Source: an optimization exercise on an open RTL-to-GDS flow (aim: small area). Production flows keep margins and buffers that such runs may drop.
Function was checked by simulation only, so behaviour that the tests miss may differ from the original.
The clock port is modelled as an ideal driver, which makes a skipped or thinned clock tree look cheaper than it is; a real chip needs a root buffer or a tree.
No activity file was given, so power comes from the tool's default toggle rates.

==> 01-18: inputs <==
## controlx
module controlx(
  input  wire        clk,
  input  wire [31:0] inp1, inp2,
  output wire [31:0] out,
  output wire        underflow,
  output wire        overflow
);
  reg  [5:0]  cnt;
  reg         bq;       
  reg  [4:0]  yq;       
  reg  [24:0] acc;      
  reg  [22:0] mant;
  reg         nf;
  wire [63:0] bsel = {40'd0, 1'b1, inp2[22:0]};
  wire [23:0] ma   = {1'b1, inp1[22:0]};
  always @(posedge clk) begin
    cnt <= cnt + 6'd1;
    bq  <= bsel[cnt];
    yq  <= inp1[4:0] & {5{bsel[cnt]}};
    acc <= sum;
  end
  wire [23:0] x = acc[24:1];
  wire [23:0] y = {ma[23:5] & {19{bq}}, yq};
  wire [24:0] c;
  wire [24:0] sum;
  genvar i;
  ha u0 (.a(x[0]), .b(y[0]), .s(sum[0]), .co(c[1]));
  generate for (i = 1; i < 24; i = i + 1) begin : rc
    fa u (.a(x[i]), .b(y[i]), .ci(c[i]), .s(sum[i]), .co(c[i+1]));
  end endgenerate
  assign sum[24] = c[24];
  always @(posedge clk) begin
    if ((cnt == 6'd25 && !acc[24]) || (cnt == 6'd26 && acc[23])) begin
      mant <= acc[22:0];
      nf   <= cnt[1];
    end
  end
  wire [7:0] ea = inp1[30:23];
  wire [7:0] eb = inp2[30:23];
  wire [8:0] ec;
  wire [7:0] E;
  assign ec[0] = nf;
  generate for (i = 0; i < 8; i = i + 1) begin : ex
    fa u (.a(ea[i]), .b(eb[i]), .ci(ec[i]), .s(E[i]), .co(ec[i+1]));
  end endgenerate
  wire [7:0] ic;
  assign ic[0] = 1'b1;
  generate for (i = 0; i < 7; i = i + 1) begin : inc
    assign ic[i+1] = ic[i] & E[i];
  end endgenerate
  wire [7:0] e = (E ^ ic) ^ 8'h80;
  assign underflow = ~ec[8] & ~E[7] & (nf | ~ic[7]);
  assign overflow  = ec[8] & (E[7] | (~nf & ic[7]));
  assign out[31]    = inp1[31] ^ inp2[31];
  assign out[30:23] = underflow ? {6'd0, nf, ~nf} : e;
  assign out[22:0]  = mant;
endmodule
export LEC_CHECK = 0
export CAP_MARGIN = 20
export CORE_MARGIN = 2
export CORE_UTILIZATION = 75
export SETUP_SLACK_MARGIN = 0.1
export SLEW_MARGIN = 20
export SYNTH_HIERARCHICAL = 1
export SYNTH_MINIMUM_KEEP_SIZE = 0
create_clock -name core_clock -period 10.0 [get_ports {clk}]
standard.sh (not shown) runs the stock make flow with config.mk's settings and CLKGATE_MAP_FILE= SYNTH_SCRIPT=/design/flow/synth_recipe.tcl, a recipe that flattens the netlist after the stock synthesis.
==> flow/flow/run.sh <==
#!/bin/bash
# The standard layout, with the smallest buffer on the ports and a clock tree
# of few large buffers without dummy loads.
set -euo pipefail
bash standard.sh \
  BUFFER_PORTS_ARGS="-buffer_cell sky130_fd_sc_hd__buf_1" \
  CTS_ARGS="-sink_clustering_enable -repair_clock_nets -dont_use_dummy_load -buf_list sky130_fd_sc_hd__clkbuf_8 -sink_clustering_size 32 -sink_clustering_max_diameter 300" \
  finish > make.log 2>&1
==> 11-05 (differences from 01-18) <==
==> flow/flow/run.sh (replaced) <==
#!/bin/bash
# The standard layout, with the smallest buffer on the ports and a clock tree
# of clkbuf_4 cells without dummy loads.
set -euo pipefail
bash standard.sh \
  BUFFER_PORTS_ARGS="-buffer_cell sky130_fd_sc_hd__buf_1" \
  CTS_ARGS="-sink_clustering_enable -repair_clock_nets -dont_use_dummy_load -buf_list sky130_fd_sc_hd__clkbuf_4" \
  finish > make.log 2>&1
==> impl_metrics.py <==
metrics = {
    "outcome": {
        "status": "timing/DRC/antenna clean",
    },
    "global_routing": {
        "use_met2": 0.616,
        "grt_pass1_wl_um": 10300,
    },
    "final_layout": {
        "area_growth_pct": 18.9,
    },
    "setup_path": {
        "arrival_ns": 9.90,
        "critPathRequiredTime_ns": 10.19,
    },
    "timing": {
        "setup_slack_ns": 0.281,
    },
}
That was 01-18.
==> impl_metrics.py <==
metrics = {
    "setup_path": {
        "critPathRequiredTime_ns": 10.26,
        "arrival_ns": 10.03,
    },
    "pwr": {
        "ir_drop_uv": 148,
    },
    "timing": {
        "setup_slack_ns": 0.229,
    },
    "final_layout": {
        "area_growth_pct": 16.9,
    },
    "outcome": {
        "status": "timing/DRC/antenna clean",
    },
    "global_routing": {
        "use_met2": 0.554,
    },
}
That was 11-05.

---

==> inputs of try-umber <==
==> flow/design.v <==
module fa(
  input  wire a, b, ci,
  output wire s, co
);
  assign s  = a ^ b ^ ci;
  assign co = (a & b) | (a & ci) | (b & ci);
endmodule
module ha(
  input  wire a, b,
  output wire s, co
);
  assign s  = a ^ b;
  assign co = a & b;
endmodule
module aoi222(
  input  wire a0, b0, a1, b1, a2, b2,
  output wire y
);
  assign y = ~((a0 & b0) | (a1 & b1) | (a2 & b2));
endmodule
module aoi221(
  input  wire a0, b0, a1, b1, c,
  output wire y
);
  assign y = ~((a0 & b0) | (a1 & b1) | c);
endmodule
module controlx(
  input  wire        clk,
  input  wire [31:0] inp1, inp2,
  output wire [31:0] out,
  output wire        underflow,
  output wire        overflow
);
  localparam integer K = 13;    
  genvar i;
  reg  [5:0]  cnt;
  reg         bq;       
  reg         cs;       
  reg  [25:0] acc;      
  reg  [22:0] mant;
  reg         nf;
  wire [23:0] mb = {1'b1, inp2[22:0]};
  wire [2:0]  grp = {cnt[5:3] == 3'd2, cnt[5:3] == 3'd1, cnt[5:3] == 3'd0};
  wire [7:0]  col;      
  generate for (i = 0; i < 7; i = i + 1) begin : bs
    aoi222 u (.a0(grp[0]), .b0(mb[i]), .a1(grp[1]), .b1(mb[8+i]), .a2(grp[2]), .b2(mb[16+i]), .y(col[i]));
  end endgenerate
  aoi221 u7 (.a0(grp[0]), .b0(mb[7]), .a1(grp[1]), .b1(mb[15]), .c(grp[2]), .y(col[7]));   
  wire bnext = ~col[cnt[2:0]];
  wire [23:0] ma   = {1'b1, inp1[22:0]};
  wire [5:0] cnt_n;
  wire [5:1] cc;
  assign cnt_n[0] = ~cnt[0];
  assign cc[1]    = cnt[0];
  generate for (i = 1; i < 5; i = i + 1) begin : ct
    ha u (.a(cnt[i]), .b(cc[i]), .s(cnt_n[i]), .co(cc[i+1]));
  end endgenerate
  assign cnt_n[5] = cnt[5] ^ cc[5];
  wire [24:0] x = acc[25:1];
  wire [24:0] y = {ma & {24{bq}}, 1'b0};
  wire [25:0] c;
  wire [25:0] sum;
  wire        xs, cx;   
  assign sum[0] = x[0];
  ha u1 (.a(x[1]), .b(y[1]), .s(sum[1]), .co(c[2]));
  ha uc (.a(x[K-1]), .b(cs), .s(xs), .co(cx));
  generate for (i = 2; i < 25; i = i + 1) begin : rc
    if (i == K - 1) begin : k1
      fa u (.a(xs), .b(y[i]), .ci(c[i]), .s(sum[i]), .co(c[i+1]));
    end else if (i == K) begin : k0
      fa u (.a(x[i]), .b(y[i]), .ci(cx), .s(sum[i]), .co(c[i+1]));
    end else begin : kn
      fa u (.a(x[i]), .b(y[i]), .ci(c[i]), .s(sum[i]), .co(c[i+1]));
    end
  end endgenerate
  assign sum[25] = c[25];
  always @(posedge clk) begin
    cnt <= cnt_n;
    bq  <= bnext;
    cs  <= c[K];
    acc <= sum;
  end
  always @(posedge clk) begin
    if ((cnt == 6'd26 && !acc[24]) || (cnt == 6'd27 && acc[23])) begin
      mant <= acc[22:0];
      nf   <= cnt[0];
    end
  end
  wire [7:0] ea = inp1[30:23];
  wire [7:0] eb = inp2[30:23];
  wire [8:0] ec;
  wire [7:0] E;
  assign ec[0] = nf;
  generate for (i = 0; i < 8; i = i + 1) begin : ex
    fa u (.a(ea[i]), .b(eb[i]), .ci(ec[i]), .s(E[i]), .co(ec[i+1]));
  end endgenerate
  wire [7:0] ic;
  assign ic[0] = 1'b1;
  generate for (i = 0; i < 7; i = i + 1) begin : inc
    assign ic[i+1] = ic[i] & E[i];
  end endgenerate
  wire [7:0] e = (E ^ ic) ^ 8'h80;
  assign underflow = ~ec[8] & ~E[7] & (nf | ~ic[7]);
  assign overflow  = ec[8] & (E[7] | (~nf & ic[7]));
  assign out[31]    = inp1[31] ^ inp2[31];
  assign out[30:23] = underflow ? {6'd0, nf, ~nf} : e;
  assign out[22:0]  = mant;
endmodule
==> flow/flow/run.sh <==
#!/bin/bash
# The standard layout, with the smallest buffer on the ports, a hand-built
# clock tree of four buf_6 cells (flow/cts_hook.tcl), and power recovery (downsizing) after
# global routing followed by another slew/capacitance repair.
set -euo pipefail
bash standard.sh \
  BUFFER_PORTS_ARGS="-buffer_cell sky130_fd_sc_hd__buf_1" \
  PRE_CTS_TCL="$PWD/flow/cts_hook.tcl" \
  RECOVER_POWER=100 \
  PRE_GLOBAL_ROUTE_TCL="$PWD/flow/grt_hook.tcl" \
  finish > make.log 2>&1
==> flow/flow/cts_hook.tcl <==
# Sourced before clock tree synthesis. The clock tree is built by hand: the
# clock port drives NX*NY buffers directly, each driving the flip-flops of one
# region of the placement (sinks split into NX columns by x, each column into
# NY groups by y). clock_tree_synthesis is replaced by this construction.
proc manual_clock_tree {master_name nx ny} {
  set block [ord::get_db_block]
  set db [ord::get_db]
  set master [$db findMaster $master_name]
  set clknet [$block findNet clk]
  set sinks {}
  foreach it [$clknet getITerms] {
    set i [$it getInst]
    set loc [$i getLocation]
    lappend sinks [list $it [lindex $loc 0] [lindex $loc 1]]
  }
  set n [llength $sinks]
  set byx [lsort -integer -index 1 $sinks]
  set per_col [expr {int(ceil(double($n) / $nx))}]
  set k 0
  for {set cx 0} {$cx < $nx} {incr cx} {
    set col [lrange $byx [expr {$cx * $per_col}] [expr {($cx + 1) * $per_col - 1}]]
    set col [lsort -integer -index 2 $col]
    set m [llength $col]
    set per_cell [expr {int(ceil(double($m) / $ny))}]
    for {set cy 0} {$cy < $ny} {incr cy} {
      set grp [lrange $col [expr {$cy * $per_cell}] [expr {($cy + 1) * $per_cell - 1}]]
      if {[llength $grp] == 0} continue
      set net [odb::dbNet_create $block clknet_leaf_$k]
      $net setSigType CLOCK
      set inst [odb::dbInst_create $block $master clkbuf_leaf_$k]
      set xs 0; set ys 0
      foreach s $grp {
        set it [lindex $s 0]
        $it disconnect
        $it connect $net
        set xs [expr {$xs + [lindex $s 1]}]; set ys [expr {$ys + [lindex $s 2]}]
      }
      [$inst findITerm A] connect $clknet
      [$inst findITerm X] connect $net
      $inst setLocation [expr {$xs / [llength $grp]}] [expr {$ys / [llength $grp]}]
      $inst setPlacementStatus PLACED
      puts "clock leaf $k drives [llength $grp] sinks"
      incr k
    }
  }
}

rename clock_tree_synthesis orfs_clock_tree_synthesis
proc clock_tree_synthesis { args } {
  manual_clock_tree sky130_fd_sc_hd__buf_6 2 2
  set_propagated_clock [all_clocks]
}
==> flow/flow/grt_hook.tcl <==
# Sourced before global routing. Power recovery (downsizing) and a slew and
# capacitance repair are followed by a
# pass that tries each logic cell at smaller drive strengths of the same
# function, keeping a change only while timing, slew and capacitance stay met,
# and then by another slew/capacitance repair.
proc cell_area { name } {
  set m [[ord::get_db] findMaster $name]
  return [expr { [$m getWidth] * [$m getHeight] }]
}

proc downsize_logic_cells { } {
  set kept 0
  set slews [sta::max_slew_violation_count]
  set caps [sta::max_capacitance_violation_count]
  puts "downsize start: setup [sta::worst_slack -max] hold [sta::worst_slack -min] slew $slews cap $caps"
  foreach inst [get_cells *] {
    set cell [get_property $inst ref_name]
    if { [regexp {df|dl|tap|fill|decap|conb|clkbuf} $cell] || [string match input* [get_name $inst]] || [string match output* [get_name $inst]] || [string match clkbuf_leaf* [get_name $inst]] } {
      continue
    }
    if { ![regexp {^(sky130_fd_sc_hd__[a-z0-9]+)_([0-9]+)$} $cell -> base size] } {
      continue
    }
    set cands {}
    foreach lc [get_lib_cells */${base}_*] {
      set name [get_name $lc]
      if { [regexp "^${base}_(\[0-9\]+)\$" $name -> s] && $s < $size
           && [cell_area $name] < [cell_area $cell] } {
        lappend cands [list $s $name]
      }
    }
    foreach c [lsort -integer -index 0 $cands] {
      replace_cell $inst [lindex $c 1]
      if { [sta::worst_slack -max] > 0.3 && [sta::worst_slack -min] > 0.05
           && [sta::max_slew_violation_count] <= $slews
           && [sta::max_capacitance_violation_count] <= $caps } {
        incr kept
        puts "downsized [get_name $inst] $cell -> [lindex $c 1]"
        break
      }
      replace_cell $inst $cell
    }
  }
  puts "downsized $kept cells"
}

proc recover_power_helper { } {
  if { $::env(RECOVER_POWER) == 0 } {
    return
  }
  log_cmd repair_timing -verbose -recover_power $::env(RECOVER_POWER) -match_cell_footprint
  log_cmd repair_design -verbose -slew_margin $::env(SLEW_MARGIN) -cap_margin $::env(CAP_MARGIN) -match_cell_footprint
  downsize_logic_cells
  log_cmd repair_design -verbose -slew_margin $::env(SLEW_MARGIN) -cap_margin $::env(CAP_MARGIN) -match_cell_footprint
  log_cmd detailed_placement
}
==> flow/standard.sh <==
#!/bin/bash
# synth_recipe.tcl (not shown) runs the flow's synth.tcl, then flattens the netlist and writes it again
# the make line also repeats each setting of config.mk as NAME=value (left out here)
make -C /OpenROAD-flow-scripts/flow DESIGN_CONFIG=/design/flow/config.mk WORK_HOME=/design/flow/orfs CLKGATE_MAP_FILE= SYNTH_SCRIPT=/design/flow/synth_recipe.tcl "${@:-finish}"
==> flow/config.mk <==
export PLATFORM = sky130hd
export DESIGN_NAME = controlx
export DESIGN_NICKNAME = controlx
export VERILOG_FILES = /design/flow/design.v
export SDC_FILE = /design/flow/constraint.sdc
export NUM_CORES = 4
export LEC_CHECK = 0
export CAP_MARGIN = 20
export CORE_MARGIN = 2
export CORE_UTILIZATION = 78
export SLEW_MARGIN = 20
export SYNTH_HIERARCHICAL = 1
export SYNTH_MINIMUM_KEEP_SIZE = 0
==> flow/constraint.sdc <==
create_clock -name core_clock -period 10.0 [get_ports {clk}]
set_input_delay 2.0000 -clock core_clock [delete_from_list [all_inputs] [get_ports {clk}]]
set_output_delay 2.0000 -clock core_clock [all_outputs]
set_load 0.01 [all_outputs]
==> inputs of try-amber, as changes to try-umber <==
==> flow/flow/grt_hook.tcl (replaced) <==
# Sourced before global routing. Power recovery (downsizing) is followed by a
# pass that tries each logic cell at smaller drive strengths of the same
# function, keeping a change only while timing, slew and capacitance stay met,
# and then by another slew/capacitance repair.
proc downsize_logic_cells { } {
  set kept 0
  foreach inst [get_cells *] {
    set cell [get_property $inst ref_name]
    if { [regexp {df|dl|tap|fill|decap|conb|clkbuf|buf_} $cell] } {
      continue
    }
    if { ![regexp {^(sky130_fd_sc_hd__[a-z0-9]+)_([0-9]+)$} $cell -> base size] } {
      continue
    }
    set cands {}
    foreach lc [get_lib_cells */${base}_*] {
      set name [get_name $lc]
      if { [regexp "^${base}_(\[0-9\]+)\$" $name -> s] && $s < $size } {
        lappend cands [list $s $name]
      }
    }
    foreach c [lsort -integer -index 0 $cands] {
      replace_cell $inst [lindex $c 1]
      if { [sta::worst_slack -max] > 0.3 && [sta::worst_slack -min] > 0.05
           && [sta::max_slew_violation_count] == 0
           && [sta::max_capacitance_violation_count] == 0 } {
        incr kept
        puts "downsized [get_name $inst] $cell -> [lindex $c 1]"
        break
      }
      replace_cell $inst $cell
    }
  }
  puts "downsized $kept cells"
}

proc recover_power_helper { } {
  if { $::env(RECOVER_POWER) == 0 } {
    return
  }
  log_cmd repair_timing -verbose -recover_power $::env(RECOVER_POWER) -match_cell_footprint
  downsize_logic_cells
  log_cmd repair_design -verbose -slew_margin $::env(SLEW_MARGIN) -cap_margin $::env(CAP_MARGIN) -match_cell_footprint
  log_cmd detailed_placement
}
--- a/flow/config.mk
+++ b/flow/config.mk
@@ -8,5 +8,5 @@
 export CAP_MARGIN = 20
 export CORE_MARGIN = 2
-export CORE_UTILIZATION = 78
+export CORE_UTILIZATION = 75
 export SLEW_MARGIN = 20
 export SYNTH_HIERARCHICAL = 1
==> summary.md <==
| Metric | Value |
|---|---|
| Outcome | timing/DRC/antenna clean |
| Multi-input gate area | about 0.0012 mm^2 |
| Commonest non-fill, non-tap cells in the layout | 101 x buf_1, 34 x dfxtp_1, 31 x fa_1 |
| GRT met3 Usage | 0.0453 |
[end of results for try-umber]
==> summary.md <==
| Metric | Value |
|---|---|
| CP Buf/Inv Count | 2 |
| Final Hold Vio Count | 0 |
| GRT met3 Usage | 0.0571 |
| Post-cts sizing count | 0 |
| Outcome | timing/DRC/antenna clean |
| Commonest non-fill, non-tap cells in the layout | 99 x buf_1, 34 x dfxtp_1, 31 x fa_1 |
| Multi-input gate area | about 0.0012 mm^2 |
[end of results for try-amber]
In every run of this note, the design's own scripts or RTL, not TritonCTS, make the clock network.

## re-timing with driven ports
Ports are ideal in the flow. The routed layouts listed here were re-timed in OpenROAD.
Step 1 sets driving cells, clkbuf_16 on the clock port and buf_2 on the other inputs (assumed; they add their load-dependent delay and slew).
Step 2 moves the port delays by t, midway between the first and last clock arrival at a register: inputs arrive t later, outputs are due t later. That takes back most of the time a late clock gives input paths.
Three values: ideal ports, drivers, drivers and shift; two values: the first two.
run | shift t [ns] | setup slack, ns | worst data-port slew with drivers (ns)
01-18 | 0.340 | 0.281 / 0.281 / 0.091 | 0.07
11-05 | 0.404 | 0.229 / 0.230 / 0.180 | 0.06
try-umber | 0.178 | 1.030 / 1.009 / 1.009 | 0.07
try-amber | 0.178 | 1.436 / 1.416 / 1.416 | 0.05
After both steps every run listed still meets setup and hold. The setup slack of 01-18, which loses most, moves by 0.000 ns with the drivers and by -0.190 ns with both steps.
